Context: an optimization exercise on an open-source flow, tuned for small area, a short achievable clock period and few clock cycles per item. The choices shown serve that exercise and are no tape-out recipe.
Function was checked by simulation only, so behaviour that the tests miss may differ from the original.

==> flow/design.v, too long to show whole: its modules and the start of the top module <==
// module des_ip: 6 lines
// module des_fp: 6 lines
// module des_pc1: 6 lines
// module des_subkey1: 6 lines
// module des_subkey2: 6 lines
// module des_subkey3: 6 lines
// module des_subkey4: 6 lines
// module des_subkey5: 6 lines
// module des_subkey6: 6 lines
// module des_subkey7: 6 lines
// module des_subkey8: 6 lines
// module des_subkey9: 6 lines
// module des_subkey10: 6 lines
// module des_subkey11: 6 lines
// module des_subkey12: 6 lines
// module des_subkey13: 6 lines
// module des_subkey14: 6 lines
// module des_subkey15: 6 lines
// module des_subkey16: 6 lines
// module des_sbk1: 79 lines
// module des_sbk2: 79 lines
// module des_sbk3: 79 lines
// module des_sbk4: 79 lines
// module des_sbk5: 79 lines
// module des_sbk6: 79 lines
// module des_sbk7: 79 lines
// module des_sbk8: 79 lines
// module des_round: 15 lines
// module des_rounds_1_4: 22 lines
// module des_rounds_5_8: 22 lines
// module des_rounds_9_12: 22 lines
// module des_rounds_13_16: 22 lines
// module des_enc: 51 lines
module des_enc (
    input         clk,
    input         rst,
    input         in_valid,
    output        in_ready,
    input  [63:0] in_block,
    input  [63:0] in_key,
    output        out_valid,
    output [63:0] out_block
);
  // ...
==> flow/flow/run.sh <==
#!/bin/bash
# Own flow: the standard layout (standard.sh), with the S-box modules replaced by
# pre-mapped gate-level netlists during synthesis (see swap.tcl).
set -euo pipefail
W=$(pwd)
export SYNTH_CANONICALIZE_TCL=$W/flow/swap.tcl
BUFFER_PORTS_ARGS="-buffer_cell sky130_fd_sc_hd__buf_1" bash standard.sh SETUP_SLACK_MARGIN=39 SKIP_INCREMENTAL_REPAIR=1 finish > $W/standard.log 2>&1 || { tail -50 $W/standard.log; exit 1; }
for f in $W/orfs/logs/*/*/*/*.log; do cp "$f" $W/ 2>/dev/null || true; done
tail -5 $W/standard.log
==> flow/flow/swap.tcl <==
# Run by ORFS's synthesis canonicalize step (SYNTH_CANONICALIZE_TCL): replace the
# behavioural S-box modules with the gate-level ones in sbk_gates.v. Registers and
# everything else go through the standard synthesis unchanged.
foreach m {des_sbk1 des_sbk2 des_sbk3 des_sbk4 des_sbk5 des_sbk6 des_sbk7 des_sbk8} {
  delete $m
}
read_verilog [file join [file dirname [info script]] sbk_gates.v]
hierarchy -check -top $::env(DESIGN_NAME)
==> flow/standard.sh <==
#!/bin/bash
# synth_recipe.tcl (not shown) runs the flow's synth.tcl, then flattens the netlist and writes it again
# the make line also repeats each setting of config.mk as NAME=value (left out here)
make -C /OpenROAD-flow-scripts/flow DESIGN_CONFIG=/design/flow/config.mk WORK_HOME=/design/flow/orfs CLKGATE_MAP_FILE= SYNTH_SCRIPT=/design/flow/synth_recipe.tcl "${@:-finish}"
==> flow/config.mk <==
export PLATFORM = sky130hd
export DESIGN_NAME = des_enc
export DESIGN_NICKNAME = des_enc
export VERILOG_FILES = /design/flow/design.v
export SDC_FILE = /design/flow/constraint.sdc
export NUM_CORES = 8
export LEC_CHECK = 0
export CAP_MARGIN = 20
export CORE_MARGIN = 2
export CORE_UTILIZATION = 40
export CTS_CLUSTER_DIAMETER = 100
export CTS_CLUSTER_SIZE = 30
export SLEW_MARGIN = 20
==> flow/constraint.sdc <==
create_clock -name core_clock -period 50.0 [get_ports {clk}]
set_input_delay 10.0000 -clock core_clock [delete_from_list [all_inputs] [get_ports {clk}]]
set_output_delay 10.0000 -clock core_clock [all_outputs]
set_load 0.01 [all_outputs]
Not shown: flow/flow/sbk_gates.v
==> impl_metrics.toml, run 1 <==
[timing]
hold_violations = 0
worstMarginPinSlew_ns = 1.24
min_period_ns = 11.38

[drt]
wl_per_cell_um = 22.8
drtIter0Drc = 8685
met3_length_mm = 14.9
drt_wl_total_mm = 233

[yosys]
syn_avg_cell_area_um2 = 6.79
synth.area.top_cells = "dfxtp_1, xor2_1, nand2_1, xnor2_1, nor2_1"
synth_xor_area_share_pct = 25.4
synth_common_cells = "nand2_1, nor2_1, xor2_1"

[setup_path]
endpoint_kind = "flop"
worst_path_max_delay_cell = "xor2_1"
max_stage_delay_ns = 0.85

[placed_design]
portBuffers = 187
hpwl_mm = 193
preCtsSetupSlack_ns = 38.42

[hold_path]
whs_path_depth = 0

[run_status]
status = "finished clean"

[global_route]
grt_pass1_wl_mm = 337

[layout]
antenna_cells = 2
sh_seq_area_pct = 18.2
Testbench counts, summed over its fixed seeds: cycles 2,088, items 2,048.
==> run 2: changes to the inputs <==
==> flow/flow/run.sh (replaced) <==
#!/bin/bash
# Own flow: the standard layout (standard.sh), with the S-box modules replaced by
# pre-mapped gate-level netlists during synthesis (see swap.tcl).
set -euo pipefail
W=$(pwd)
export SYNTH_CANONICALIZE_TCL=$W/flow/swap.tcl
BUFFER_PORTS_ARGS="-buffer_cell sky130_fd_sc_hd__buf_1" bash standard.sh SETUP_SLACK_MARGIN=38.75 finish > $W/standard.log 2>&1 || { tail -50 $W/standard.log; exit 1; }
for f in $W/orfs/logs/*/*/*/*.log; do cp "$f" $W/ 2>/dev/null || true; done
tail -5 $W/standard.log
==> flow/flow/sbk_gates.v (replaced) <==
module des_sbk1 (r, k, l, o);
input [5:0] r;
input [5:0] k;
input [3:0] l;
output [3:0] o;
wire [5:0] x;
wire [3:0] y;
wire c1, c2, c5, c6, c7, c8, c9, c10, c11, c14, c15, c16, c17, c18, c19, c21, c23, c24, c25, c26, c27, c30, c34, c36, c37, c38, c39, c40, c42, c45, c52, c53, c55, c56, c60, c62, c63, c64, c65, c69, c71, c72, c73, c74, c76, c77, c79, c81, c82, c86, c88, c89, c90, c92;
sky130_fd_sc_hd__xnor2_1 i0 (.A(r[0]), .B(k[0]), .Y(x[0]));
sky130_fd_sc_hd__xnor2_1 i1 (.A(r[1]), .B(k[1]), .Y(x[1]));
sky130_fd_sc_hd__xor2_1 i2 (.A(r[2]), .B(k[2]), .X(x[2]));
sky130_fd_sc_hd__xor2_1 i3 (.A(r[3]), .B(k[3]), .X(x[3]));
sky130_fd_sc_hd__xnor2_1 i4 (.A(r[4]), .B(k[4]), .Y(x[4]));
sky130_fd_sc_hd__xnor2_1 i5 (.A(r[5]), .B(k[5]), .Y(x[5]));
sky130_fd_sc_hd__nor2_1 g1 (.A(x[0]), .B(x[2]), .Y(c1));
sky130_fd_sc_hd__nand2_1 g2 (.A(x[3]), .B(x[5]), .Y(c2));
sky130_fd_sc_hd__nor2_1 g5 (.A(x[4]), .B(x[1]), .Y(c5));
sky130_fd_sc_hd__inv_1 g6 (.A(x[5]), .Y(c6));
sky130_fd_sc_hd__a21oi_1 g7 (.A1(x[2]), .A2(x[0]), .B1(c1), .Y(c7));
sky130_fd_sc_hd__xor2_1 g8 (.A(x[5]), .B(x[2]), .X(c8));
sky130_fd_sc_hd__nor2_1 g9 (.A(x[3]), .B(c8), .Y(c9));
sky130_fd_sc_hd__nand2_1 g10 (.A(c8), .B(x[3]), .Y(c10));
sky130_fd_sc_hd__nor2_1 g11 (.A(c10), .B(c1), .Y(c11));
sky130_fd_sc_hd__nor2_1 g14 (.A(c9), .B(c7), .Y(c14));
sky130_fd_sc_hd__nor2_1 g15 (.A(c11), .B(c9), .Y(c15));
sky130_fd_sc_hd__nor2_1 g16 (.A(c8), .B(c6), .Y(c16));
sky130_fd_sc_hd__nor2_1 g17 (.A(x[3]), .B(x[5]), .Y(c17));
sky130_fd_sc_hd__nor2_1 g18 (.A(x[0]), .B(c17), .Y(c18));
sky130_fd_sc_hd__nand2_1 g19 (.A(c2), .B(c18), .Y(c19));
sky130_fd_sc_hd__xnor2_1 g21 (.A(x[0]), .B(x[3]), .Y(c21));
sky130_fd_sc_hd__or2_0 g23 (.A(c21), .B(c8), .X(c23));
sky130_fd_sc_hd__o21ai_0 g24 (.A1(c16), .A2(c19), .B1(c23), .Y(c24));
sky130_fd_sc_hd__a21oi_1 g25 (.A1(c7), .A2(c15), .B1(c24), .Y(c25));
sky130_fd_sc_hd__nor2_1 g26 (.A(c24), .B(c11), .Y(c26));
sky130_fd_sc_hd__nand2_1 g27 (.A(c23), .B(c10), .Y(c27));
sky130_fd_sc_hd__a22oi_1 g30 (.A1(c25), .A2(c26), .B1(c11), .B2(c7), .Y(c30));
sky130_fd_sc_hd__nor2_1 g34 (.A(x[1]), .B(c5), .Y(c34));
sky130_fd_sc_hd__nor2_1 g36 (.A(c5), .B(x[4]), .Y(c36));
sky130_fd_sc_hd__nand2_1 g37 (.A(c16), .B(x[0]), .Y(c37));
sky130_fd_sc_hd__nor2_1 g38 (.A(c17), .B(c1), .Y(c38));
sky130_fd_sc_hd__nand2_1 g39 (.A(c19), .B(c37), .Y(c39));
sky130_fd_sc_hd__a222oi_1 g40 (.A1(c5), .A2(c30), .B1(c26), .B2(c34), .C1(c36), .C2(c39), .Y(c40));
sky130_fd_sc_hd__nor3_1 g42 (.A(c5), .B(c36), .C(c34), .Y(c42));
sky130_fd_sc_hd__o22ai_1 g45 (.A1(c8), .A2(x[0]), .B1(c17), .B2(c18), .Y(c45));
sky130_fd_sc_hd__nor2_1 g52 (.A(c21), .B(c38), .Y(c52));
sky130_fd_sc_hd__a21oi_1 g53 (.A1(c19), .A2(x[2]), .B1(c52), .Y(c53));
sky130_fd_sc_hd__a21oi_1 g55 (.A1(c6), .A2(c53), .B1(c16), .Y(c55));
sky130_fd_sc_hd__nand2_1 g56 (.A(c42), .B(c55), .Y(c56));
sky130_fd_sc_hd__nand2_1 g60 (.A(c40), .B(c56), .Y(c60));
sky130_fd_sc_hd__and3_1 g62 (.A(c21), .B(c15), .C(c2), .X(c62));
sky130_fd_sc_hd__or2_0 g63 (.A(c24), .B(c62), .X(c63));
sky130_fd_sc_hd__clkinv_1 g64 (.A(c53), .Y(c64));
sky130_fd_sc_hd__nor2b_1 g65 (.A(c62), .B_N(c10), .Y(c65));
sky130_fd_sc_hd__a222oi_1 g69 (.A1(c27), .A2(c5), .B1(c34), .B2(c65), .C1(c25), .C2(c36), .Y(c69));
sky130_fd_sc_hd__nand2_1 g71 (.A(c42), .B(c63), .Y(c71));
sky130_fd_sc_hd__nand2_1 g72 (.A(c71), .B(c69), .Y(c72));
sky130_fd_sc_hd__nand2_1 g73 (.A(c45), .B(c37), .Y(c73));
sky130_fd_sc_hd__clkinv_1 g74 (.A(c73), .Y(c74));
sky130_fd_sc_hd__a222oi_1 g76 (.A1(c5), .A2(c74), .B1(c34), .B2(c64), .C1(c15), .C2(c36), .Y(c76));
sky130_fd_sc_hd__a21o_1 g77 (.A1(c21), .A2(c73), .B1(c11), .X(c77));
sky130_fd_sc_hd__o22ai_1 g79 (.A1(c6), .A2(c77), .B1(c25), .B2(c14), .Y(c79));
sky130_fd_sc_hd__nand2_1 g81 (.A(c77), .B(c42), .Y(c81));
sky130_fd_sc_hd__a21oi_1 g82 (.A1(c18), .A2(c21), .B1(c52), .Y(c82));
sky130_fd_sc_hd__a222oi_1 g86 (.A1(c5), .A2(c14), .B1(c79), .B2(c34), .C1(c36), .C2(c82), .Y(c86));
sky130_fd_sc_hd__o21ai_0 g88 (.A1(c16), .A2(c26), .B1(c19), .Y(c88));
sky130_fd_sc_hd__nand2_1 g89 (.A(c76), .B(c81), .Y(c89));
sky130_fd_sc_hd__nand2_1 g90 (.A(c42), .B(c88), .Y(c90));
sky130_fd_sc_hd__nand2_1 g92 (.A(c90), .B(c86), .Y(c92));
assign y[0] = c60;
assign y[1] = c72;
assign y[2] = c89;
assign y[3] = c92;
sky130_fd_sc_hd__xnor2_1 o0 (.A(l[0]), .B(y[0]), .Y(o[0]));
sky130_fd_sc_hd__xnor2_1 o1 (.A(l[1]), .B(y[1]), .Y(o[1]));
sky130_fd_sc_hd__xnor2_1 o2 (.A(l[2]), .B(y[2]), .Y(o[2]));
sky130_fd_sc_hd__xnor2_1 o3 (.A(l[3]), .B(y[3]), .Y(o[3]));
endmodule

module des_sbk2 (r, k, l, o);
input [5:0] r;
input [5:0] k;
input [3:0] l;
output [3:0] o;
wire [5:0] x;
wire [3:0] y;
wire c1, c2, c4, c5, c6, c10, c12, c13, c14, c15, c17, c20, c24, c25, c26, c27, c29, c30, c31, c32, c33, c34, c35, c36, c38, c44, c46, c48, c49, c56, c57, c58, c60, c61, c62, c66, c67, c68, c69, c70, c72, c74, c75, c78, c80, c81, c83, c85, c88, c89, c91;
sky130_fd_sc_hd__xnor2_1 i0 (.A(r[0]), .B(k[0]), .Y(x[0]));
sky130_fd_sc_hd__xnor2_1 i1 (.A(r[1]), .B(k[1]), .Y(x[1]));
sky130_fd_sc_hd__xnor2_1 i2 (.A(r[2]), .B(k[2]), .Y(x[2]));
sky130_fd_sc_hd__xnor2_1 i3 (.A(r[3]), .B(k[3]), .Y(x[3]));
sky130_fd_sc_hd__xor2_1 i4 (.A(r[4]), .B(k[4]), .X(x[4]));
sky130_fd_sc_hd__xor2_1 i5 (.A(r[5]), .B(k[5]), .X(x[5]));
sky130_fd_sc_hd__clkinv_1 g1 (.A(x[5]), .Y(c1));
sky130_fd_sc_hd__nor2_1 g2 (.A(x[0]), .B(x[4]), .Y(c2));
sky130_fd_sc_hd__and2_0 g4 (.A(x[4]), .B(x[0]), .X(c4));
sky130_fd_sc_hd__or2_0 g5 (.A(c2), .B(c4), .X(c5));
sky130_fd_sc_hd__nor2_1 g6 (.A(c4), .B(c2), .Y(c6));
sky130_fd_sc_hd__nor2_1 g10 (.A(x[3]), .B(c5), .Y(c10));
sky130_fd_sc_hd__a21oi_1 g12 (.A1(c2), .A2(x[3]), .B1(c10), .Y(c12));
sky130_fd_sc_hd__nand2b_1 g13 (.A_N(x[2]), .B(x[4]), .Y(c13));
sky130_fd_sc_hd__nand2_1 g14 (.A(c13), .B(x[1]), .Y(c14));
sky130_fd_sc_hd__o21ai_0 g15 (.A1(x[2]), .A2(x[1]), .B1(c14), .Y(c15));
sky130_fd_sc_hd__xor2_1 g17 (.A(c12), .B(c15), .X(c17));
sky130_fd_sc_hd__nor2_1 g20 (.A(x[3]), .B(x[4]), .Y(c20));
sky130_fd_sc_hd__nand2_1 g24 (.A(x[3]), .B(c5), .Y(c24));
sky130_fd_sc_hd__nor2b_1 g25 (.A(x[4]), .B_N(x[2]), .Y(c25));
sky130_fd_sc_hd__a22oi_1 g26 (.A1(x[4]), .A2(c10), .B1(c6), .B2(c25), .Y(c26));
sky130_fd_sc_hd__nand2_1 g27 (.A(c17), .B(x[1]), .Y(c27));
sky130_fd_sc_hd__nand2_1 g29 (.A(c26), .B(c24), .Y(c29));
sky130_fd_sc_hd__xnor2_1 g30 (.A(c27), .B(c29), .Y(c30));
sky130_fd_sc_hd__a31oi_1 g31 (.A1(c25), .A2(c2), .A3(x[1]), .B1(c30), .Y(c31));
sky130_fd_sc_hd__o21ai_0 g32 (.A1(x[4]), .A2(x[2]), .B1(x[3]), .Y(c32));
sky130_fd_sc_hd__o21ai_0 g33 (.A1(c6), .A2(x[2]), .B1(c26), .Y(c33));
sky130_fd_sc_hd__o21ai_0 g34 (.A1(c20), .A2(x[1]), .B1(c33), .Y(c34));
sky130_fd_sc_hd__o21ai_0 g35 (.A1(c32), .A2(x[1]), .B1(c34), .Y(c35));
sky130_fd_sc_hd__a22oi_1 g36 (.A1(c31), .A2(c1), .B1(c35), .B2(x[5]), .Y(c36));
sky130_fd_sc_hd__nand2_1 g38 (.A(x[0]), .B(x[1]), .Y(c38));
sky130_fd_sc_hd__nor2_1 g44 (.A(x[0]), .B(x[1]), .Y(c44));
sky130_fd_sc_hd__nand3b_1 g46 (.A_N(c44), .B(x[3]), .C(c38), .Y(c46));
sky130_fd_sc_hd__nor2_1 g48 (.A(c25), .B(c14), .Y(c48));
sky130_fd_sc_hd__o21ai_0 g49 (.A1(c38), .A2(x[3]), .B1(c46), .Y(c49));
sky130_fd_sc_hd__xnor2_1 g56 (.A(c49), .B(c13), .Y(c56));
sky130_fd_sc_hd__nor3_1 g57 (.A(x[2]), .B(c4), .C(x[1]), .Y(c57));
sky130_fd_sc_hd__nor2_1 g58 (.A(c57), .B(c10), .Y(c58));
sky130_fd_sc_hd__nor2_1 g60 (.A(x[1]), .B(c5), .Y(c60));
sky130_fd_sc_hd__o21ai_0 g61 (.A1(c32), .A2(c15), .B1(c25), .Y(c61));
sky130_fd_sc_hd__o21ai_0 g62 (.A1(c60), .A2(c58), .B1(c1), .Y(c62));
sky130_fd_sc_hd__a31oi_1 g66 (.A1(c26), .A2(c56), .A3(c14), .B1(c62), .Y(c66));
sky130_fd_sc_hd__nor2_1 g67 (.A(x[2]), .B(c46), .Y(c67));
sky130_fd_sc_hd__nor3_1 g68 (.A(c48), .B(c60), .C(x[3]), .Y(c68));
sky130_fd_sc_hd__nand2_1 g69 (.A(c61), .B(c58), .Y(c69));
sky130_fd_sc_hd__nor2_1 g70 (.A(c69), .B(c5), .Y(c70));
sky130_fd_sc_hd__nor3_1 g72 (.A(c67), .B(c70), .C(c68), .Y(c72));
sky130_fd_sc_hd__a22oi_1 g74 (.A1(c61), .A2(c66), .B1(x[5]), .B2(c72), .Y(c74));
sky130_fd_sc_hd__o21ai_0 g75 (.A1(c4), .A2(x[2]), .B1(x[1]), .Y(c75));
sky130_fd_sc_hd__nand2_1 g78 (.A(c75), .B(c24), .Y(c78));
sky130_fd_sc_hd__a22o_1 g80 (.A1(c78), .A2(c24), .B1(c32), .B2(c57), .X(c80));
sky130_fd_sc_hd__a31oi_1 g81 (.A1(c75), .A2(c1), .A3(c78), .B1(c80), .Y(c81));
sky130_fd_sc_hd__nand2_1 g83 (.A(c75), .B(c13), .Y(c83));
sky130_fd_sc_hd__o31ai_1 g85 (.A1(c20), .A2(c83), .A3(c6), .B1(c81), .Y(c85));
sky130_fd_sc_hd__a22oi_1 g88 (.A1(c81), .A2(c1), .B1(x[5]), .B2(c85), .Y(c88));
sky130_fd_sc_hd__a21oi_1 g89 (.A1(c44), .A2(c25), .B1(c56), .Y(c89));
sky130_fd_sc_hd__a22oi_1 g91 (.A1(c1), .A2(c17), .B1(x[5]), .B2(c89), .Y(c91));
assign y[0] = c36;
assign y[1] = c74;
assign y[2] = c88;
assign y[3] = c91;
sky130_fd_sc_hd__xor2_1 o0 (.A(l[0]), .B(y[0]), .X(o[0]));
sky130_fd_sc_hd__xor2_1 o1 (.A(l[1]), .B(y[1]), .X(o[1]));
sky130_fd_sc_hd__xor2_1 o2 (.A(l[2]), .B(y[2]), .X(o[2]));
sky130_fd_sc_hd__xor2_1 o3 (.A(l[3]), .B(y[3]), .X(o[3]));
endmodule

module des_sbk3 (r, k, l, o);
input [5:0] r;
input [5:0] k;
input [3:0] l;
output [3:0] o;
wire [5:0] x;
wire [3:0] y;
wire c0, c2, c5, c8, c10, c13, c17, c18, c22, c23, c26, c27, c29, c30, c31, c32, c34, c35, c36, c37, c40, c42, c43, c45, c46, c47, c51, c52, c53, c54, c55, c57, c59, c60, c61, c62, c63, c66, c69, c72, c75, c77, c78, c79, c80, c81, c83, c86;
sky130_fd_sc_hd__xnor2_1 i0 (.A(r[0]), .B(k[0]), .Y(x[0]));
sky130_fd_sc_hd__xor2_1 i1 (.A(r[1]), .B(k[1]), .X(x[1]));
sky130_fd_sc_hd__xor2_1 i2 (.A(r[2]), .B(k[2]), .X(x[2]));
sky130_fd_sc_hd__xnor2_1 i3 (.A(r[3]), .B(k[3]), .Y(x[3]));
sky130_fd_sc_hd__xnor2_1 i4 (.A(r[4]), .B(k[4]), .Y(x[4]));
sky130_fd_sc_hd__xor2_1 i5 (.A(r[5]), .B(k[5]), .X(x[5]));
sky130_fd_sc_hd__nand2_1 g0 (.A(x[3]), .B(x[2]), .Y(c0));
sky130_fd_sc_hd__nor2_1 g2 (.A(x[5]), .B(x[4]), .Y(c2));
sky130_fd_sc_hd__xor2_1 g5 (.A(x[2]), .B(x[0]), .X(c5));
sky130_fd_sc_hd__xor2_1 g8 (.A(x[0]), .B(x[3]), .X(c8));
sky130_fd_sc_hd__nand2_1 g10 (.A(c8), .B(x[1]), .Y(c10));
sky130_fd_sc_hd__o21ai_0 g13 (.A1(x[1]), .A2(c5), .B1(c10), .Y(c13));
sky130_fd_sc_hd__o21ai_0 g17 (.A1(c10), .A2(x[3]), .B1(x[1]), .Y(c17));
sky130_fd_sc_hd__nor2_1 g18 (.A(c2), .B(x[4]), .Y(c18));
sky130_fd_sc_hd__xnor2_1 g22 (.A(x[3]), .B(x[1]), .Y(c22));
sky130_fd_sc_hd__nor2_1 g23 (.A(x[1]), .B(c8), .Y(c23));
sky130_fd_sc_hd__nor2b_1 g26 (.A(c23), .B_N(c10), .Y(c26));
sky130_fd_sc_hd__xnor2_1 g27 (.A(c5), .B(c17), .Y(c27));
sky130_fd_sc_hd__nor2_1 g29 (.A(c5), .B(c26), .Y(c29));
sky130_fd_sc_hd__a21oi_1 g30 (.A1(c5), .A2(c22), .B1(c29), .Y(c30));
sky130_fd_sc_hd__nand2_1 g31 (.A(x[2]), .B(c10), .Y(c31));
sky130_fd_sc_hd__a21oi_1 g32 (.A1(c13), .A2(c30), .B1(x[4]), .Y(c32));
sky130_fd_sc_hd__nor2_1 g34 (.A(c2), .B(x[5]), .Y(c34));
sky130_fd_sc_hd__a222oi_1 g35 (.A1(c32), .A2(c31), .B1(c2), .B2(c10), .C1(c34), .C2(c13), .Y(c35));
sky130_fd_sc_hd__nor3_1 g36 (.A(c34), .B(c2), .C(c18), .Y(c36));
sky130_fd_sc_hd__nand2_1 g37 (.A(c36), .B(c27), .Y(c37));
sky130_fd_sc_hd__nor2_1 g40 (.A(c0), .B(c17), .Y(c40));
sky130_fd_sc_hd__nand2_1 g42 (.A(c30), .B(c36), .Y(c42));
sky130_fd_sc_hd__nand2_1 g43 (.A(c5), .B(x[2]), .Y(c43));
sky130_fd_sc_hd__xnor2_1 g45 (.A(c5), .B(c22), .Y(c45));
sky130_fd_sc_hd__a22oi_1 g46 (.A1(c42), .A2(c35), .B1(c2), .B2(c13), .Y(c46));
sky130_fd_sc_hd__nand2b_1 g47 (.A_N(x[3]), .B(c45), .Y(c47));
sky130_fd_sc_hd__a31oi_1 g51 (.A1(c5), .A2(x[1]), .A3(c31), .B1(c23), .Y(c51));
sky130_fd_sc_hd__nand2_1 g52 (.A(c51), .B(c43), .Y(c52));
sky130_fd_sc_hd__nand2_1 g53 (.A(c30), .B(c47), .Y(c53));
sky130_fd_sc_hd__nand2_1 g54 (.A(c52), .B(c47), .Y(c54));
sky130_fd_sc_hd__nor2_1 g55 (.A(c54), .B(c40), .Y(c55));
sky130_fd_sc_hd__nor2_1 g57 (.A(c29), .B(c55), .Y(c57));
sky130_fd_sc_hd__o21ai_0 g59 (.A1(c45), .A2(x[1]), .B1(c26), .Y(c59));
sky130_fd_sc_hd__nor2_1 g60 (.A(x[1]), .B(c43), .Y(c60));
sky130_fd_sc_hd__o22ai_1 g61 (.A1(x[1]), .A2(x[3]), .B1(c45), .B2(c60), .Y(c61));
sky130_fd_sc_hd__a222oi_1 g62 (.A1(c2), .A2(c57), .B1(c18), .B2(c59), .C1(c61), .C2(c34), .Y(c62));
sky130_fd_sc_hd__nor2_1 g63 (.A(c22), .B(x[1]), .Y(c63));
sky130_fd_sc_hd__nor2_1 g66 (.A(c40), .B(c63), .Y(c66));
sky130_fd_sc_hd__nand3_1 g69 (.A(c47), .B(c66), .C(c36), .Y(c69));
sky130_fd_sc_hd__o21ai_0 g72 (.A1(c63), .A2(c51), .B1(c0), .Y(c72));
sky130_fd_sc_hd__a222oi_1 g75 (.A1(c72), .A2(c2), .B1(c51), .B2(c18), .C1(c54), .C2(c34), .Y(c75));
sky130_fd_sc_hd__nand2_1 g77 (.A(c36), .B(c55), .Y(c77));
sky130_fd_sc_hd__a21oi_1 g78 (.A1(c31), .A2(c66), .B1(c60), .Y(c78));
sky130_fd_sc_hd__clkinv_1 g79 (.A(c45), .Y(c79));
sky130_fd_sc_hd__a222oi_1 g80 (.A1(c2), .A2(c53), .B1(c79), .B2(c18), .C1(c78), .C2(c34), .Y(c80));
sky130_fd_sc_hd__nand2_1 g81 (.A(c77), .B(c75), .Y(c81));
sky130_fd_sc_hd__nand2_1 g83 (.A(c37), .B(c80), .Y(c83));
sky130_fd_sc_hd__nand2_1 g86 (.A(c62), .B(c69), .Y(c86));
assign y[0] = c46;
assign y[1] = c86;
assign y[2] = c81;
assign y[3] = c83;
sky130_fd_sc_hd__xor2_1 o0 (.A(l[0]), .B(y[0]), .X(o[0]));
sky130_fd_sc_hd__xor2_1 o1 (.A(l[1]), .B(y[1]), .X(o[1]));
sky130_fd_sc_hd__xor2_1 o2 (.A(l[2]), .B(y[2]), .X(o[2]));
sky130_fd_sc_hd__xor2_1 o3 (.A(l[3]), .B(y[3]), .X(o[3]));
endmodule

module des_sbk4 (r, k, l, o);
input [5:0] r;
input [5:0] k;
input [3:0] l;
output [3:0] o;
wire [5:0] x;
wire [3:0] y;
wire c2, c4, c6, c7, c10, c13, c14, c15, c19, c21, c22, c24, c29, c30, c33, c34, c35, c36, c38, c39, c42, c43, c46, c47, c48, c49, c53, c55, c56, c59, c61, c64, c66, c68, c69;
sky130_fd_sc_hd__xor2_1 i0 (.A(r[0]), .B(k[0]), .X(x[0]));
sky130_fd_sc_hd__xor2_1 i1 (.A(r[1]), .B(k[1]), .X(x[1]));
sky130_fd_sc_hd__xor2_1 i2 (.A(r[2]), .B(k[2]), .X(x[2]));
sky130_fd_sc_hd__xor2_1 i3 (.A(r[3]), .B(k[3]), .X(x[3]));
sky130_fd_sc_hd__xnor2_1 i4 (.A(r[4]), .B(k[4]), .Y(x[4]));
sky130_fd_sc_hd__xor2_1 i5 (.A(r[5]), .B(k[5]), .X(x[5]));
sky130_fd_sc_hd__inv_1 g2 (.A(x[0]), .Y(c2));
sky130_fd_sc_hd__xor2_1 g4 (.A(x[5]), .B(x[2]), .X(c4));
sky130_fd_sc_hd__xor2_1 g6 (.A(x[4]), .B(x[5]), .X(c6));
sky130_fd_sc_hd__nand2_1 g7 (.A(x[3]), .B(c6), .Y(c7));
sky130_fd_sc_hd__xnor2_1 g10 (.A(c7), .B(c4), .Y(c10));
sky130_fd_sc_hd__nor2_1 g13 (.A(x[2]), .B(x[4]), .Y(c13));
sky130_fd_sc_hd__clkinv_1 g14 (.A(x[5]), .Y(c14));
sky130_fd_sc_hd__o21ai_0 g15 (.A1(c14), .A2(x[3]), .B1(x[1]), .Y(c15));
sky130_fd_sc_hd__a21oi_1 g19 (.A1(x[3]), .A2(c14), .B1(x[1]), .Y(c19));
sky130_fd_sc_hd__nor2_1 g21 (.A(c15), .B(c13), .Y(c21));
sky130_fd_sc_hd__a21boi_0 g22 (.A1(c14), .A2(c19), .B1_N(c7), .Y(c22));
sky130_fd_sc_hd__a22oi_1 g24 (.A1(c13), .A2(c15), .B1(c21), .B2(c7), .Y(c24));
sky130_fd_sc_hd__o21ai_0 g29 (.A1(x[4]), .A2(c4), .B1(c19), .Y(c29));
sky130_fd_sc_hd__o21ai_0 g30 (.A1(c10), .A2(x[1]), .B1(c24), .Y(c30));
sky130_fd_sc_hd__nor2_1 g33 (.A(x[3]), .B(c6), .Y(c33));
sky130_fd_sc_hd__nor2_1 g34 (.A(c4), .B(c33), .Y(c34));
sky130_fd_sc_hd__nor2_1 g35 (.A(c33), .B(x[1]), .Y(c35));
sky130_fd_sc_hd__a21o_1 g36 (.A1(c24), .A2(c10), .B1(c34), .X(c36));
sky130_fd_sc_hd__o22ai_1 g38 (.A1(x[4]), .A2(c15), .B1(c24), .B2(c35), .Y(c38));
sky130_fd_sc_hd__nand2_1 g39 (.A(c30), .B(c2), .Y(c39));
sky130_fd_sc_hd__o21ai_0 g42 (.A1(c36), .A2(c15), .B1(c38), .Y(c42));
sky130_fd_sc_hd__nand2_1 g43 (.A(x[2]), .B(c33), .Y(c43));
sky130_fd_sc_hd__o211ai_1 g46 (.A1(c10), .A2(c4), .B1(c15), .C1(x[3]), .Y(c46));
sky130_fd_sc_hd__nand3_1 g47 (.A(c46), .B(c43), .C(c42), .Y(c47));
sky130_fd_sc_hd__o21ai_0 g48 (.A1(c47), .A2(c2), .B1(c39), .Y(c48));
sky130_fd_sc_hd__a22oi_1 g49 (.A1(c2), .A2(c47), .B1(c30), .B2(x[0]), .Y(c49));
sky130_fd_sc_hd__or3_1 g53 (.A(c19), .B(x[4]), .C(c13), .X(c53));
sky130_fd_sc_hd__o21ai_0 g55 (.A1(c29), .A2(c33), .B1(c53), .Y(c55));
sky130_fd_sc_hd__a21oi_1 g56 (.A1(x[1]), .A2(c36), .B1(c55), .Y(c56));
sky130_fd_sc_hd__a21oi_1 g59 (.A1(x[2]), .A2(c53), .B1(c22), .Y(c59));
sky130_fd_sc_hd__nor3_1 g61 (.A(c34), .B(c19), .C(x[3]), .Y(c61));
sky130_fd_sc_hd__a311oi_1 g64 (.A1(c22), .A2(x[2]), .A3(c35), .B1(c61), .C1(c59), .Y(c64));
sky130_fd_sc_hd__inv_1 g66 (.A(c64), .Y(c66));
sky130_fd_sc_hd__a22oi_1 g68 (.A1(c56), .A2(c2), .B1(c64), .B2(x[0]), .Y(c68));
sky130_fd_sc_hd__a22oi_1 g69 (.A1(c66), .A2(c2), .B1(x[0]), .B2(c56), .Y(c69));
assign y[0] = c48;
assign y[1] = c49;
assign y[2] = c68;
assign y[3] = c69;
sky130_fd_sc_hd__xor2_1 o0 (.A(l[0]), .B(y[0]), .X(o[0]));
sky130_fd_sc_hd__xor2_1 o1 (.A(l[1]), .B(y[1]), .X(o[1]));
sky130_fd_sc_hd__xor2_1 o2 (.A(l[2]), .B(y[2]), .X(o[2]));
sky130_fd_sc_hd__xor2_1 o3 (.A(l[3]), .B(y[3]), .X(o[3]));
endmodule

module des_sbk5 (r, k, l, o);
input [5:0] r;
input [5:0] k;
input [3:0] l;
output [3:0] o;
wire [5:0] x;
wire [3:0] y;
wire c2, c3, c6, c7, c8, c10, c11, c12, c13, c14, c18, c19, c23, c25, c27, c29, c34, c37, c39, c40, c42, c43, c44, c47, c49, c50, c51, c52, c55, c57, c60, c61, c62, c63, c65, c66, c67, c68, c69, c71, c72, c74, c75, c78, c84, c85, c86, c87, c88, c89, c90, c94, c96, c98, c99;
sky130_fd_sc_hd__xor2_1 i0 (.A(r[0]), .B(k[0]), .X(x[0]));
sky130_fd_sc_hd__xor2_1 i1 (.A(r[1]), .B(k[1]), .X(x[1]));
sky130_fd_sc_hd__xnor2_1 i2 (.A(r[2]), .B(k[2]), .Y(x[2]));
sky130_fd_sc_hd__xnor2_1 i3 (.A(r[3]), .B(k[3]), .Y(x[3]));
sky130_fd_sc_hd__xor2_1 i4 (.A(r[4]), .B(k[4]), .X(x[4]));
sky130_fd_sc_hd__xor2_1 i5 (.A(r[5]), .B(k[5]), .X(x[5]));
sky130_fd_sc_hd__nor2_1 g2 (.A(x[1]), .B(x[5]), .Y(c2));
sky130_fd_sc_hd__and3_1 g3 (.A(x[2]), .B(x[4]), .C(x[4]), .X(c3));
sky130_fd_sc_hd__xor2_1 g6 (.A(x[4]), .B(x[3]), .X(c6));
sky130_fd_sc_hd__a21oi_1 g7 (.A1(x[2]), .A2(x[0]), .B1(c6), .Y(c7));
sky130_fd_sc_hd__xor2_1 g8 (.A(x[0]), .B(x[2]), .X(c8));
sky130_fd_sc_hd__nand2_1 g10 (.A(c8), .B(x[4]), .Y(c10));
sky130_fd_sc_hd__clkinv_1 g11 (.A(c10), .Y(c11));
sky130_fd_sc_hd__nor3_1 g12 (.A(x[2]), .B(x[4]), .C(x[0]), .Y(c12));
sky130_fd_sc_hd__a21oi_1 g13 (.A1(x[0]), .A2(x[4]), .B1(c12), .Y(c13));
sky130_fd_sc_hd__nor2_1 g14 (.A(c8), .B(x[4]), .Y(c14));
sky130_fd_sc_hd__nand2_1 g18 (.A(x[3]), .B(c13), .Y(c18));
sky130_fd_sc_hd__o22ai_1 g19 (.A1(x[3]), .A2(c13), .B1(c18), .B2(c14), .Y(c19));
sky130_fd_sc_hd__xnor2_1 g23 (.A(c7), .B(c3), .Y(c23));
sky130_fd_sc_hd__nor2_1 g25 (.A(c2), .B(x[1]), .Y(c25));
sky130_fd_sc_hd__a21oi_1 g27 (.A1(c23), .A2(c11), .B1(c14), .Y(c27));
sky130_fd_sc_hd__nor2_1 g29 (.A(x[5]), .B(c2), .Y(c29));
sky130_fd_sc_hd__nand3_1 g34 (.A(x[2]), .B(x[3]), .C(c6), .Y(c34));
sky130_fd_sc_hd__nand2_1 g37 (.A(x[3]), .B(c34), .Y(c37));
sky130_fd_sc_hd__o21ai_0 g39 (.A1(c7), .A2(x[2]), .B1(c37), .Y(c39));
sky130_fd_sc_hd__xnor2_1 g40 (.A(x[0]), .B(c39), .Y(c40));
sky130_fd_sc_hd__a222oi_1 g42 (.A1(c2), .A2(c23), .B1(c27), .B2(c25), .C1(c40), .C2(c29), .Y(c42));
sky130_fd_sc_hd__nor2b_1 g43 (.A(c29), .B_N(x[1]), .Y(c43));
sky130_fd_sc_hd__a21boi_0 g44 (.A1(c8), .A2(c18), .B1_N(c37), .Y(c44));
sky130_fd_sc_hd__nand2_1 g47 (.A(c43), .B(c44), .Y(c47));
sky130_fd_sc_hd__nand2_1 g49 (.A(c47), .B(c42), .Y(c49));
sky130_fd_sc_hd__nand2_1 g50 (.A(c3), .B(x[2]), .Y(c50));
sky130_fd_sc_hd__nand2b_1 g51 (.A_N(x[3]), .B(x[0]), .Y(c51));
sky130_fd_sc_hd__and3_1 g52 (.A(c6), .B(x[2]), .C(x[0]), .X(c52));
sky130_fd_sc_hd__a21oi_1 g55 (.A1(c51), .A2(c50), .B1(c52), .Y(c55));
sky130_fd_sc_hd__a21oi_1 g57 (.A1(x[3]), .A2(c12), .B1(c55), .Y(c57));
sky130_fd_sc_hd__nor2_1 g60 (.A(c7), .B(c52), .Y(c60));
sky130_fd_sc_hd__nor2_1 g61 (.A(c12), .B(c11), .Y(c61));
sky130_fd_sc_hd__nand2_1 g62 (.A(c57), .B(c51), .Y(c62));
sky130_fd_sc_hd__o21ai_0 g63 (.A1(c60), .A2(x[4]), .B1(c50), .Y(c63));
sky130_fd_sc_hd__o22ai_1 g65 (.A1(c62), .A2(c60), .B1(c51), .B2(c27), .Y(c65));
sky130_fd_sc_hd__nor2_1 g66 (.A(c55), .B(c12), .Y(c66));
sky130_fd_sc_hd__a222oi_1 g67 (.A1(c2), .A2(c57), .B1(c25), .B2(c63), .C1(c29), .C2(c65), .Y(c67));
sky130_fd_sc_hd__nand2_1 g68 (.A(c43), .B(c60), .Y(c68));
sky130_fd_sc_hd__nand2_1 g69 (.A(c67), .B(c68), .Y(c69));
sky130_fd_sc_hd__nand2_1 g71 (.A(c63), .B(c66), .Y(c71));
sky130_fd_sc_hd__o21ai_0 g72 (.A1(c3), .A2(c19), .B1(c71), .Y(c72));
sky130_fd_sc_hd__o22a_1 g74 (.A1(c14), .A2(c18), .B1(x[3]), .B2(c27), .X(c74));
sky130_fd_sc_hd__a222oi_1 g75 (.A1(c19), .A2(c2), .B1(c25), .B2(c72), .C1(c29), .C2(c74), .Y(c75));
sky130_fd_sc_hd__nand2_1 g78 (.A(c34), .B(c61), .Y(c78));
sky130_fd_sc_hd__nand2_1 g84 (.A(c43), .B(c78), .Y(c84));
sky130_fd_sc_hd__nand2_1 g85 (.A(c84), .B(c75), .Y(c85));
sky130_fd_sc_hd__o21bai_1 g86 (.A1(x[0]), .A2(x[4]), .B1_N(c18), .Y(c86));
sky130_fd_sc_hd__nand2_1 g87 (.A(x[2]), .B(c86), .Y(c87));
sky130_fd_sc_hd__nand2_1 g88 (.A(c87), .B(c37), .Y(c88));
sky130_fd_sc_hd__nand2_1 g89 (.A(c88), .B(c10), .Y(c89));
sky130_fd_sc_hd__nand2_1 g90 (.A(c86), .B(c71), .Y(c90));
sky130_fd_sc_hd__a222oi_1 g94 (.A1(c89), .A2(c2), .B1(c25), .B2(c90), .C1(c29), .C2(c66), .Y(c94));
sky130_fd_sc_hd__o22ai_1 g96 (.A1(c11), .A2(c19), .B1(c61), .B2(c60), .Y(c96));
sky130_fd_sc_hd__nand2_1 g98 (.A(c43), .B(c96), .Y(c98));
sky130_fd_sc_hd__nand2_1 g99 (.A(c94), .B(c98), .Y(c99));
assign y[0] = c49;
assign y[1] = c69;
assign y[2] = c85;
assign y[3] = c99;
sky130_fd_sc_hd__xnor2_1 o0 (.A(l[0]), .B(y[0]), .Y(o[0]));
sky130_fd_sc_hd__xor2_1 o1 (.A(l[1]), .B(y[1]), .X(o[1]));
sky130_fd_sc_hd__xnor2_1 o2 (.A(l[2]), .B(y[2]), .Y(o[2]));
sky130_fd_sc_hd__xor2_1 o3 (.A(l[3]), .B(y[3]), .X(o[3]));
endmodule

module des_sbk6 (r, k, l, o);
input [5:0] r;
input [5:0] k;
input [3:0] l;
output [3:0] o;
wire [5:0] x;
wire [3:0] y;
wire c1, c2, c7, c8, c10, c12, c15, c16, c18, c19, c22, c23, c26, c30, c32, c33, c34, c36, c37, c38, c39, c40, c41, c42, c43, c45, c46, c47, c49, c50, c51, c52, c55, c56, c59, c61, c62, c63, c65, c66, c67, c68, c70, c72, c73, c74, c76, c77, c78, c80;
sky130_fd_sc_hd__xnor2_1 i0 (.A(r[0]), .B(k[0]), .Y(x[0]));
sky130_fd_sc_hd__xor2_1 i1 (.A(r[1]), .B(k[1]), .X(x[1]));
sky130_fd_sc_hd__xnor2_1 i2 (.A(r[2]), .B(k[2]), .Y(x[2]));
sky130_fd_sc_hd__xor2_1 i3 (.A(r[3]), .B(k[3]), .X(x[3]));
sky130_fd_sc_hd__xor2_1 i4 (.A(r[4]), .B(k[4]), .X(x[4]));
sky130_fd_sc_hd__xnor2_1 i5 (.A(r[5]), .B(k[5]), .Y(x[5]));
sky130_fd_sc_hd__nand3_1 g1 (.A(x[5]), .B(x[2]), .C(x[0]), .Y(c1));
sky130_fd_sc_hd__nand2_1 g2 (.A(x[1]), .B(x[0]), .Y(c2));
sky130_fd_sc_hd__nor2_1 g7 (.A(x[4]), .B(x[3]), .Y(c7));
sky130_fd_sc_hd__nor2_1 g8 (.A(x[0]), .B(x[2]), .Y(c8));
sky130_fd_sc_hd__nand2_1 g10 (.A(x[2]), .B(x[5]), .Y(c10));
sky130_fd_sc_hd__nor2_1 g12 (.A(x[1]), .B(c10), .Y(c12));
sky130_fd_sc_hd__nor2_1 g15 (.A(x[2]), .B(x[5]), .Y(c15));
sky130_fd_sc_hd__nand2b_1 g16 (.A_N(c15), .B(c10), .Y(c16));
sky130_fd_sc_hd__o21ai_0 g18 (.A1(x[0]), .A2(x[1]), .B1(c2), .Y(c18));
sky130_fd_sc_hd__nor2b_1 g19 (.A(c2), .B_N(c16), .Y(c19));
sky130_fd_sc_hd__nor2b_1 g22 (.A(c8), .B_N(x[5]), .Y(c22));
sky130_fd_sc_hd__nand2_1 g23 (.A(c18), .B(x[5]), .Y(c23));
sky130_fd_sc_hd__o21a_1 g26 (.A1(c22), .A2(c18), .B1(c23), .X(c26));
sky130_fd_sc_hd__nor2b_1 g30 (.A(c16), .B_N(c26), .Y(c30));
sky130_fd_sc_hd__nor2_1 g32 (.A(c7), .B(x[3]), .Y(c32));
sky130_fd_sc_hd__xor2_1 g33 (.A(c18), .B(c16), .X(c33));
sky130_fd_sc_hd__nor3_1 g34 (.A(c30), .B(c8), .C(c12), .Y(c34));
sky130_fd_sc_hd__nor2_1 g36 (.A(c15), .B(c33), .Y(c36));
sky130_fd_sc_hd__xnor2_1 g37 (.A(x[0]), .B(c36), .Y(c37));
sky130_fd_sc_hd__nor2_1 g38 (.A(c30), .B(c8), .Y(c38));
sky130_fd_sc_hd__nor2_1 g39 (.A(c7), .B(x[4]), .Y(c39));
sky130_fd_sc_hd__nor2_1 g40 (.A(c16), .B(x[0]), .Y(c40));
sky130_fd_sc_hd__a21oi_1 g41 (.A1(c1), .A2(c19), .B1(c33), .Y(c41));
sky130_fd_sc_hd__nor2_1 g42 (.A(c40), .B(c19), .Y(c42));
sky130_fd_sc_hd__o21ai_0 g43 (.A1(c36), .A2(c33), .B1(c42), .Y(c43));
sky130_fd_sc_hd__a21oi_1 g45 (.A1(c43), .A2(c23), .B1(c12), .Y(c45));
sky130_fd_sc_hd__o21ai_0 g46 (.A1(c16), .A2(x[0]), .B1(c45), .Y(c46));
sky130_fd_sc_hd__a222oi_1 g47 (.A1(c34), .A2(c7), .B1(c37), .B2(c32), .C1(c46), .C2(c39), .Y(c47));
sky130_fd_sc_hd__and3_1 g49 (.A(x[3]), .B(x[3]), .C(x[4]), .X(c49));
sky130_fd_sc_hd__nand2_1 g50 (.A(c45), .B(c49), .Y(c50));
sky130_fd_sc_hd__nand2_1 g51 (.A(c15), .B(x[1]), .Y(c51));
sky130_fd_sc_hd__nand2_1 g52 (.A(c51), .B(c1), .Y(c52));
sky130_fd_sc_hd__nor3_1 g55 (.A(c22), .B(x[1]), .C(c15), .Y(c55));
sky130_fd_sc_hd__nor2_1 g56 (.A(c55), .B(c52), .Y(c56));
sky130_fd_sc_hd__nand2_1 g59 (.A(c2), .B(c36), .Y(c59));
sky130_fd_sc_hd__o21ai_0 g61 (.A1(c56), .A2(x[5]), .B1(c59), .Y(c61));
sky130_fd_sc_hd__a21oi_1 g62 (.A1(c33), .A2(c51), .B1(c40), .Y(c62));
sky130_fd_sc_hd__a222oi_1 g63 (.A1(c56), .A2(c7), .B1(c61), .B2(c32), .C1(c39), .C2(c62), .Y(c63));
sky130_fd_sc_hd__nor2_1 g65 (.A(c30), .B(c52), .Y(c65));
sky130_fd_sc_hd__o21a_1 g66 (.A1(c40), .A2(c38), .B1(c49), .X(c66));
sky130_fd_sc_hd__nand2_1 g67 (.A(c59), .B(c66), .Y(c67));
sky130_fd_sc_hd__nand2_1 g68 (.A(c63), .B(c67), .Y(c68));
sky130_fd_sc_hd__nand2_1 g70 (.A(c2), .B(c56), .Y(c70));
sky130_fd_sc_hd__a222oi_1 g72 (.A1(c7), .A2(c41), .B1(c26), .B2(c32), .C1(c39), .C2(c70), .Y(c72));
sky130_fd_sc_hd__nand2_1 g73 (.A(c49), .B(c65), .Y(c73));
sky130_fd_sc_hd__nand2_1 g74 (.A(c72), .B(c73), .Y(c74));
sky130_fd_sc_hd__o22ai_1 g76 (.A1(c33), .A2(c8), .B1(c49), .B2(c59), .Y(c76));
sky130_fd_sc_hd__nand2_1 g77 (.A(c50), .B(c47), .Y(c77));
sky130_fd_sc_hd__a222oi_1 g78 (.A1(c7), .A2(c43), .B1(c42), .B2(c32), .C1(c76), .C2(x[3]), .Y(c78));
sky130_fd_sc_hd__o21ai_0 g80 (.A1(c67), .A2(c38), .B1(c78), .Y(c80));
assign y[0] = c77;
assign y[1] = c68;
assign y[2] = c74;
assign y[3] = c80;
sky130_fd_sc_hd__xor2_1 o0 (.A(l[0]), .B(y[0]), .X(o[0]));
sky130_fd_sc_hd__xor2_1 o1 (.A(l[1]), .B(y[1]), .X(o[1]));
sky130_fd_sc_hd__xnor2_1 o2 (.A(l[2]), .B(y[2]), .Y(o[2]));
sky130_fd_sc_hd__xnor2_1 o3 (.A(l[3]), .B(y[3]), .Y(o[3]));
endmodule

module des_sbk7 (r, k, l, o);
input [5:0] r;
input [5:0] k;
input [3:0] l;
output [3:0] o;
wire [5:0] x;
wire [3:0] y;
wire c1, c2, c5, c6, c7, c8, c9, c10, c12, c13, c14, c17, c18, c19, c22, c24, c26, c30, c31, c32, c33, c34, c35, c36, c38, c39, c44, c48, c49, c50, c52, c56, c57, c58, c64, c67, c69, c70, c72, c75, c77, c78, c79, c81, c82, c83, c85, c86, c88;
sky130_fd_sc_hd__xor2_1 i0 (.A(r[0]), .B(k[0]), .X(x[0]));
sky130_fd_sc_hd__xnor2_1 i1 (.A(r[1]), .B(k[1]), .Y(x[1]));
sky130_fd_sc_hd__xor2_1 i2 (.A(r[2]), .B(k[2]), .X(x[2]));
sky130_fd_sc_hd__xnor2_1 i3 (.A(r[3]), .B(k[3]), .Y(x[3]));
sky130_fd_sc_hd__xor2_1 i4 (.A(r[4]), .B(k[4]), .X(x[4]));
sky130_fd_sc_hd__xnor2_1 i5 (.A(r[5]), .B(k[5]), .Y(x[5]));
sky130_fd_sc_hd__nor2_1 g1 (.A(x[2]), .B(x[4]), .Y(c1));
sky130_fd_sc_hd__xnor2_1 g2 (.A(x[0]), .B(x[1]), .Y(c2));
sky130_fd_sc_hd__nor2_1 g5 (.A(x[3]), .B(x[5]), .Y(c5));
sky130_fd_sc_hd__nand2_1 g6 (.A(x[3]), .B(x[5]), .Y(c6));
sky130_fd_sc_hd__nand2b_1 g7 (.A_N(c5), .B(c6), .Y(c7));
sky130_fd_sc_hd__nand2_1 g8 (.A(x[1]), .B(x[5]), .Y(c8));
sky130_fd_sc_hd__nor2_1 g9 (.A(c7), .B(c2), .Y(c9));
sky130_fd_sc_hd__a21oi_1 g10 (.A1(c2), .A2(c7), .B1(c9), .Y(c10));
sky130_fd_sc_hd__inv_1 g12 (.A(c10), .Y(c12));
sky130_fd_sc_hd__nor2_1 g13 (.A(c1), .B(x[2]), .Y(c13));
sky130_fd_sc_hd__nor2_1 g14 (.A(x[5]), .B(c5), .Y(c14));
sky130_fd_sc_hd__nor2_1 g17 (.A(x[0]), .B(x[1]), .Y(c17));
sky130_fd_sc_hd__nor2_1 g18 (.A(x[5]), .B(c17), .Y(c18));
sky130_fd_sc_hd__nand2_1 g19 (.A(c12), .B(c17), .Y(c19));
sky130_fd_sc_hd__nor2_1 g22 (.A(x[0]), .B(c6), .Y(c22));
sky130_fd_sc_hd__a21oi_1 g24 (.A1(c2), .A2(x[5]), .B1(c18), .Y(c24));
sky130_fd_sc_hd__a21o_1 g26 (.A1(x[0]), .A2(c14), .B1(c24), .X(c26));
sky130_fd_sc_hd__nor2_1 g30 (.A(x[4]), .B(c1), .Y(c30));
sky130_fd_sc_hd__nand2_1 g31 (.A(x[3]), .B(c2), .Y(c31));
sky130_fd_sc_hd__a22oi_1 g32 (.A1(x[1]), .A2(c14), .B1(c10), .B2(c31), .Y(c32));
sky130_fd_sc_hd__a21oi_1 g33 (.A1(c32), .A2(c31), .B1(c22), .Y(c33));
sky130_fd_sc_hd__a222oi_1 g34 (.A1(c12), .A2(c1), .B1(c26), .B2(c13), .C1(c33), .C2(c30), .Y(c34));
sky130_fd_sc_hd__and2_0 g35 (.A(x[4]), .B(x[2]), .X(c35));
sky130_fd_sc_hd__nand2_1 g36 (.A(x[1]), .B(c7), .Y(c36));
sky130_fd_sc_hd__o31ai_1 g38 (.A1(c24), .A2(x[1]), .A3(c5), .B1(c36), .Y(c38));
sky130_fd_sc_hd__o21ai_0 g39 (.A1(c8), .A2(c36), .B1(c12), .Y(c39));
sky130_fd_sc_hd__nand2_1 g44 (.A(c38), .B(c35), .Y(c44));
sky130_fd_sc_hd__o21ai_0 g48 (.A1(c12), .A2(x[5]), .B1(c8), .Y(c48));
sky130_fd_sc_hd__nor3_1 g49 (.A(c2), .B(x[3]), .C(x[0]), .Y(c49));
sky130_fd_sc_hd__a21oi_1 g50 (.A1(x[0]), .A2(c14), .B1(c49), .Y(c50));
sky130_fd_sc_hd__nand2_1 g52 (.A(c19), .B(c50), .Y(c52));
sky130_fd_sc_hd__a21oi_1 g56 (.A1(c9), .A2(c50), .B1(c7), .Y(c56));
sky130_fd_sc_hd__nand2_1 g57 (.A(c52), .B(c36), .Y(c57));
sky130_fd_sc_hd__a222oi_1 g58 (.A1(c57), .A2(c1), .B1(c13), .B2(c52), .C1(c56), .C2(c30), .Y(c58));
sky130_fd_sc_hd__nand2_1 g64 (.A(c34), .B(c44), .Y(c64));
sky130_fd_sc_hd__a21oi_1 g67 (.A1(x[1]), .A2(c50), .B1(c9), .Y(c67));
sky130_fd_sc_hd__a222oi_1 g69 (.A1(c48), .A2(c1), .B1(c32), .B2(c13), .C1(c67), .C2(c30), .Y(c69));
sky130_fd_sc_hd__nand2_1 g70 (.A(c39), .B(c35), .Y(c70));
sky130_fd_sc_hd__o22ai_1 g72 (.A1(x[1]), .A2(c17), .B1(c5), .B2(c10), .Y(c72));
sky130_fd_sc_hd__nand2_1 g75 (.A(c35), .B(c72), .Y(c75));
sky130_fd_sc_hd__a21oi_1 g77 (.A1(c72), .A2(c32), .B1(c49), .Y(c77));
sky130_fd_sc_hd__nor3_1 g78 (.A(c14), .B(c17), .C(c12), .Y(c78));
sky130_fd_sc_hd__nand2_1 g79 (.A(c75), .B(c69), .Y(c79));
sky130_fd_sc_hd__nand2_1 g81 (.A(c58), .B(c70), .Y(c81));
sky130_fd_sc_hd__a21o_1 g82 (.A1(c31), .A2(c52), .B1(c78), .X(c82));
sky130_fd_sc_hd__a222oi_1 g83 (.A1(c1), .A2(c77), .B1(c82), .B2(c13), .C1(c30), .C2(c78), .Y(c83));
sky130_fd_sc_hd__a21oi_1 g85 (.A1(c14), .A2(c32), .B1(c78), .Y(c85));
sky130_fd_sc_hd__nand2_1 g86 (.A(c85), .B(c35), .Y(c86));
sky130_fd_sc_hd__nand2_1 g88 (.A(c83), .B(c86), .Y(c88));
assign y[0] = c64;
assign y[1] = c81;
assign y[2] = c79;
assign y[3] = c88;
sky130_fd_sc_hd__xor2_1 o0 (.A(l[0]), .B(y[0]), .X(o[0]));
sky130_fd_sc_hd__xnor2_1 o1 (.A(l[1]), .B(y[1]), .Y(o[1]));
sky130_fd_sc_hd__xor2_1 o2 (.A(l[2]), .B(y[2]), .X(o[2]));
sky130_fd_sc_hd__xnor2_1 o3 (.A(l[3]), .B(y[3]), .Y(o[3]));
endmodule

module des_sbk8 (r, k, l, o);
input [5:0] r;
input [5:0] k;
input [3:0] l;
output [3:0] o;
wire [5:0] x;
wire [3:0] y;
wire c0, c2, c3, c5, c7, c8, c9, c14, c17, c18, c22, c23, c26, c29, c30, c31, c32, c34, c36, c37, c39, c40, c43, c44, c45, c47, c48, c50, c51, c52, c54, c56, c57, c60, c63, c66, c68, c70, c71, c72, c73, c75, c79, c80, c81, c84, c87, c88, c89;
sky130_fd_sc_hd__xor2_1 i0 (.A(r[0]), .B(k[0]), .X(x[0]));
sky130_fd_sc_hd__xor2_1 i1 (.A(r[1]), .B(k[1]), .X(x[1]));
sky130_fd_sc_hd__xor2_1 i2 (.A(r[2]), .B(k[2]), .X(x[2]));
sky130_fd_sc_hd__xor2_1 i3 (.A(r[3]), .B(k[3]), .X(x[3]));
sky130_fd_sc_hd__xnor2_1 i4 (.A(r[4]), .B(k[4]), .Y(x[4]));
sky130_fd_sc_hd__xor2_1 i5 (.A(r[5]), .B(k[5]), .X(x[5]));
sky130_fd_sc_hd__nor2_1 g0 (.A(x[0]), .B(x[5]), .Y(c0));
sky130_fd_sc_hd__nor2b_1 g2 (.A(x[1]), .B_N(x[3]), .Y(c2));
sky130_fd_sc_hd__nand2_1 g3 (.A(c2), .B(x[4]), .Y(c3));
sky130_fd_sc_hd__nor2_1 g5 (.A(x[2]), .B(x[4]), .Y(c5));
sky130_fd_sc_hd__nor2_1 g7 (.A(x[3]), .B(c5), .Y(c7));
sky130_fd_sc_hd__and2_0 g8 (.A(x[4]), .B(x[2]), .X(c8));
sky130_fd_sc_hd__nand2_1 g9 (.A(x[0]), .B(c3), .Y(c9));
sky130_fd_sc_hd__nor2_1 g14 (.A(c5), .B(c8), .Y(c14));
sky130_fd_sc_hd__nor2_1 g17 (.A(c2), .B(c14), .Y(c17));
sky130_fd_sc_hd__a21oi_1 g18 (.A1(c14), .A2(c2), .B1(c17), .Y(c18));
sky130_fd_sc_hd__and2_0 g22 (.A(x[3]), .B(c5), .X(c22));
sky130_fd_sc_hd__o21ai_0 g23 (.A1(c22), .A2(c7), .B1(x[1]), .Y(c23));
sky130_fd_sc_hd__o21ai_0 g26 (.A1(c18), .A2(x[1]), .B1(c23), .Y(c26));
sky130_fd_sc_hd__nor2_1 g29 (.A(x[5]), .B(c26), .Y(c29));
sky130_fd_sc_hd__nor2_1 g30 (.A(c0), .B(x[0]), .Y(c30));
sky130_fd_sc_hd__nor2_1 g31 (.A(x[4]), .B(x[3]), .Y(c31));
sky130_fd_sc_hd__or2_0 g32 (.A(c31), .B(x[1]), .X(c32));
sky130_fd_sc_hd__o21ai_0 g34 (.A1(c8), .A2(c32), .B1(c23), .Y(c34));
sky130_fd_sc_hd__nand2_1 g36 (.A(c18), .B(x[0]), .Y(c36));
sky130_fd_sc_hd__nand2_1 g37 (.A(x[1]), .B(c31), .Y(c37));
sky130_fd_sc_hd__nor2_1 g39 (.A(x[2]), .B(c31), .Y(c39));
sky130_fd_sc_hd__nor2_1 g40 (.A(c0), .B(x[5]), .Y(c40));
sky130_fd_sc_hd__nand2_1 g43 (.A(x[1]), .B(c39), .Y(c43));
sky130_fd_sc_hd__or3_1 g44 (.A(c30), .B(c29), .C(c34), .X(c44));
sky130_fd_sc_hd__a21oi_1 g45 (.A1(x[3]), .A2(x[4]), .B1(c32), .Y(c45));
sky130_fd_sc_hd__a31oi_1 g47 (.A1(c23), .A2(c18), .A3(x[4]), .B1(c45), .Y(c47));
sky130_fd_sc_hd__and2_0 g48 (.A(c37), .B(c47), .X(c48));
sky130_fd_sc_hd__a21oi_1 g50 (.A1(c43), .A2(c48), .B1(c22), .Y(c50));
sky130_fd_sc_hd__a222oi_1 g51 (.A1(c29), .A2(c0), .B1(c34), .B2(c30), .C1(c40), .C2(c50), .Y(c51));
sky130_fd_sc_hd__nor2_1 g52 (.A(c18), .B(c39), .Y(c52));
sky130_fd_sc_hd__nor2_1 g54 (.A(c9), .B(c40), .Y(c54));
sky130_fd_sc_hd__nor2_1 g56 (.A(c22), .B(c48), .Y(c56));
sky130_fd_sc_hd__nand2b_1 g57 (.A_N(c56), .B(c54), .Y(c57));
sky130_fd_sc_hd__a21oi_1 g60 (.A1(c17), .A2(x[1]), .B1(c45), .Y(c60));
sky130_fd_sc_hd__nor2b_1 g63 (.A(c7), .B_N(c14), .Y(c63));
sky130_fd_sc_hd__a21oi_1 g66 (.A1(c43), .A2(c26), .B1(c63), .Y(c66));
sky130_fd_sc_hd__nor2_1 g68 (.A(c45), .B(c52), .Y(c68));
sky130_fd_sc_hd__a222oi_1 g70 (.A1(c0), .A2(c60), .B1(c30), .B2(c66), .C1(c68), .C2(c40), .Y(c70));
sky130_fd_sc_hd__o21ai_0 g71 (.A1(c50), .A2(c66), .B1(c47), .Y(c71));
sky130_fd_sc_hd__nand2_1 g72 (.A(c71), .B(c54), .Y(c72));
sky130_fd_sc_hd__a21oi_1 g73 (.A1(c34), .A2(c43), .B1(c63), .Y(c73));
sky130_fd_sc_hd__nand2_1 g75 (.A(c57), .B(c51), .Y(c75));
sky130_fd_sc_hd__inv_1 g79 (.A(c73), .Y(c79));
sky130_fd_sc_hd__a222oi_1 g80 (.A1(c36), .A2(x[5]), .B1(c0), .B2(c79), .C1(c40), .C2(c73), .Y(c80));
sky130_fd_sc_hd__a22oi_1 g81 (.A1(c80), .A2(c80), .B1(c48), .B2(c30), .Y(c81));
sky130_fd_sc_hd__a21oi_1 g84 (.A1(c45), .A2(c14), .B1(c17), .Y(c84));
sky130_fd_sc_hd__a222oi_1 g87 (.A1(c56), .A2(c0), .B1(c30), .B2(c84), .C1(c26), .C2(c40), .Y(c87));
sky130_fd_sc_hd__nand2_1 g88 (.A(c70), .B(c72), .Y(c88));
sky130_fd_sc_hd__nand2_1 g89 (.A(c87), .B(c44), .Y(c89));
assign y[0] = c75;
assign y[1] = c88;
assign y[2] = c81;
assign y[3] = c89;
sky130_fd_sc_hd__xor2_1 o0 (.A(l[0]), .B(y[0]), .X(o[0]));
sky130_fd_sc_hd__xor2_1 o1 (.A(l[1]), .B(y[1]), .X(o[1]));
sky130_fd_sc_hd__xor2_1 o2 (.A(l[2]), .B(y[2]), .X(o[2]));
sky130_fd_sc_hd__xor2_1 o3 (.A(l[3]), .B(y[3]), .X(o[3]));
endmodule

==> impl_metrics.toml, run 2 <==
[run_status]
status = "finished clean"

[yosys]
synth_common_cells = "nand2_1, nor2_1, xor2_1"
yosys.area.top_type = "dfxtp_1"
yosysWarnings = 5
syn_avg_cell_area_um2 = 6.80
synth-main-ff-cell = "dfxtp_1"
synth_edf_count = 0
ys_ff_latch = 549
synth_most_common_cell = "nand2_1"
synth_fp_nets = 8223
synth_top_area_share_pct = 20.0
netlist_area_um2 = 55000
synth-async-reset-ratio_pct = 0
synth.area.top_cells = "dfxtp_1, xor2_1, xnor2_1, nand2_1, nor2_1"
seq_area_frac_synth_pct = 20.0
ys_types = 33
syn_inst = 8092

[floorplanning]
die_h_um = 375
initial_utilization_pct = 40.2
core_area_um2 = 137000
die_w_um = 375
design.die.area_um2 = 141000
row_count = 136
ioPinCount = 197

[setup_path]
path_cells = "buf_1"
max_stage_delay_ns = 0.33
timing_worst_setup_path_type = "flop to primary output"
cp.arrival_ns = 1.16
worst_setup_path_start_kind = "flop"
crit_fanout = 1
worst_path_max_delay_cell = "dfxtp_1"
critPathTopFamily = "flip-flops"
r2r_slack_ns = 39.37
critPathRequiredTime_ns = 40.00
endpoint_kind = "primary output"
path_buf_inv = 1

[drt]
drt_wl_total_mm = 231
vias = 61662
drtPass1Iterations = 14
ant_nets = 0
viasPerCell = 6.06
drcViolationCount = 0
wl_per_cell_um = 22.7
drtIter0Drc = 8715

[clock_network]
clockRootBuffer = "clkbuf_16"
htree_levels = 2
cts_tree = "yes"
ctsLongestPathBuffers = 3
clk-insertion-delay-late_ns = 0.70
cts_made_buffers = 39
clkTransAtPathRegs_ns = 0.10
clock_sinks = 549

[placed_design]
hpwl_mm = 191
preCtsSetupSlack_ns = 38.46
gp_congestion = 1.06
portBuffers = 187

[layout]
nFillCells = 13944
syn_to_final_growth_pct = 10.9
multi_input_area_um2 = 44500
regArea_um2 = 11000
drive_gt1_share_pct = 3.06
antenna_cells = 0
layout_common_cells = "nand2_1, nor2_1, xor2_1, xnor2_1, a21oi_1"
final_common_cell = "nand2_1"
fin_nets = 8491

[global_route]
overflow = 0
grt_max_degree = 31
grtUsageTotal_pct = 31.2
grt_pass1_wl_mm = 334
grt_pass1_vias = 55881
antenna_found_initial = 5

[timing]
hold_violations = 0
min_period_ns = 11.16
rsz0062_at_grt = "true"
fmax_ghz = 0.0896
worstMarginPinSlew_ns = 1.11
final.period_utilization_pct = 22.3
fin_skew_ns = 0.0689
drv_slew = 0
slew_headroom_pct = 25.3
finalSetupViolCount = 0
setup_slack_ns = 38.84
fin_tns_setup_ns = 0

[hold_path]
hp-class = "flop to flop"

[flow_run]
maxCapViolations = 0
## run 2: area by class of cell
cell class / count / share of cell area, %
repair buffers: 228 / 1.65
clock inverters: 30 / 0.984
clock buffers: 40 / 1.61
multi-input cells: 7366 / 73.0
inverters: 176 / 1.08
flip-flops and latches: 549 / 18.0
well taps: 1794 / 3.68
## run 2: path summary, 6_finish.rpt
kind	end	startpoint	depth (start not counted)
setup reg to reg	lr1_q[4]	cd0_q[2]	36
setup / recovery	out_block[21]	out_q[21]	1
hold / removal	cd2_q[4]	cd1_q[4]	0
hold reg to reg	cd2_q[4]	cd1_q[4]	0
## run 2: per-layer routing
metal  routed length [µm]  part of all wire (%)  global-route usage [%]
met1                80800                    35                    33.2
met5                    0                     0                       0
met3                16000                   6.9                    3.23
met4                30700                    13                    34.6
met2               103000                    45                    51.7
## run 2: per-stage QoR
stage | cell area, µm² | instances | hold WS (ns) | utilization (%)
floorplan | 55000 | 8092 | 0.373 | -
global route | 61000 | 10183 | 0.445 | 44.5
CTS | 59900 | 10181 | 0.440 | 43.7
global placement | 58200 | 10111 | 0.422 | 42.5
detailed placement | 58200 | 10111 | 0.426 | 42.5
finish | 61000 | 10183 | 0.430 | 44.5
## run 2: worst register-to-register path, delay by kind of cell (launching register included)
| kind | cells | cell delay [ns] |
|---|---|---|
| AOI/OAI and AO/OA | 17 | 4.17 |
| xor gates and xnor gates | 9 | 3.92 |
| and+or+nand+nor | 8 | 1.34 |
| DFF | 1 | 0.67 |
| buffers and inverters | 2 | 0.34 |
## run 2: cell families after synthesis
kind of cell	after synthesis	synth area share, %
compound gates	2192	26.1
other cells	1	0.00682
simple gates	3573	27.2
buf+inv	177	1.21
xor+xnor	1600	25.5
flops	549	20.0
## run 2: repair_timing
item | in CTS | in global routing
setup buffers | 0 | 2
endpoints found under the setup margin | 12 | 125
resized for setup | 4 | 152
pin swaps | 0 | 1
hold buffers | 0 | 0

separate check: timing with driven ports:
Ports are ideal in the flow. The routed layouts listed here were re-timed in OpenROAD.
Step 1 sets driving cells, clkbuf_16 on the clock port and buf_2 on the other inputs (assumed; they add their load-dependent delay and slew).
Step 2, shift: input delay + t, output delay - t, t = (earliest + latest rising clock arrival at the registers) / 2. This alone moves slack from input paths to output paths.
Three values: no drivers, after step 1, after step 2; two values: the first two.
run	t (ns)	setup WS [ns]	worst hold slack (ns)	worst setup path at the end	latest minus earliest clock arrival (ns)
run 1	0.722	38.616 / 38.616 / 38.616	0.433 / 0.433 / 0.433	register to register	0.047 / 0.047
run 2	0.746	38.839 / 38.757 / 39.370	0.430 / 0.430 / 0.430	register to register	0.070 / 0.069
After both steps setup and hold are still met in every run listed.
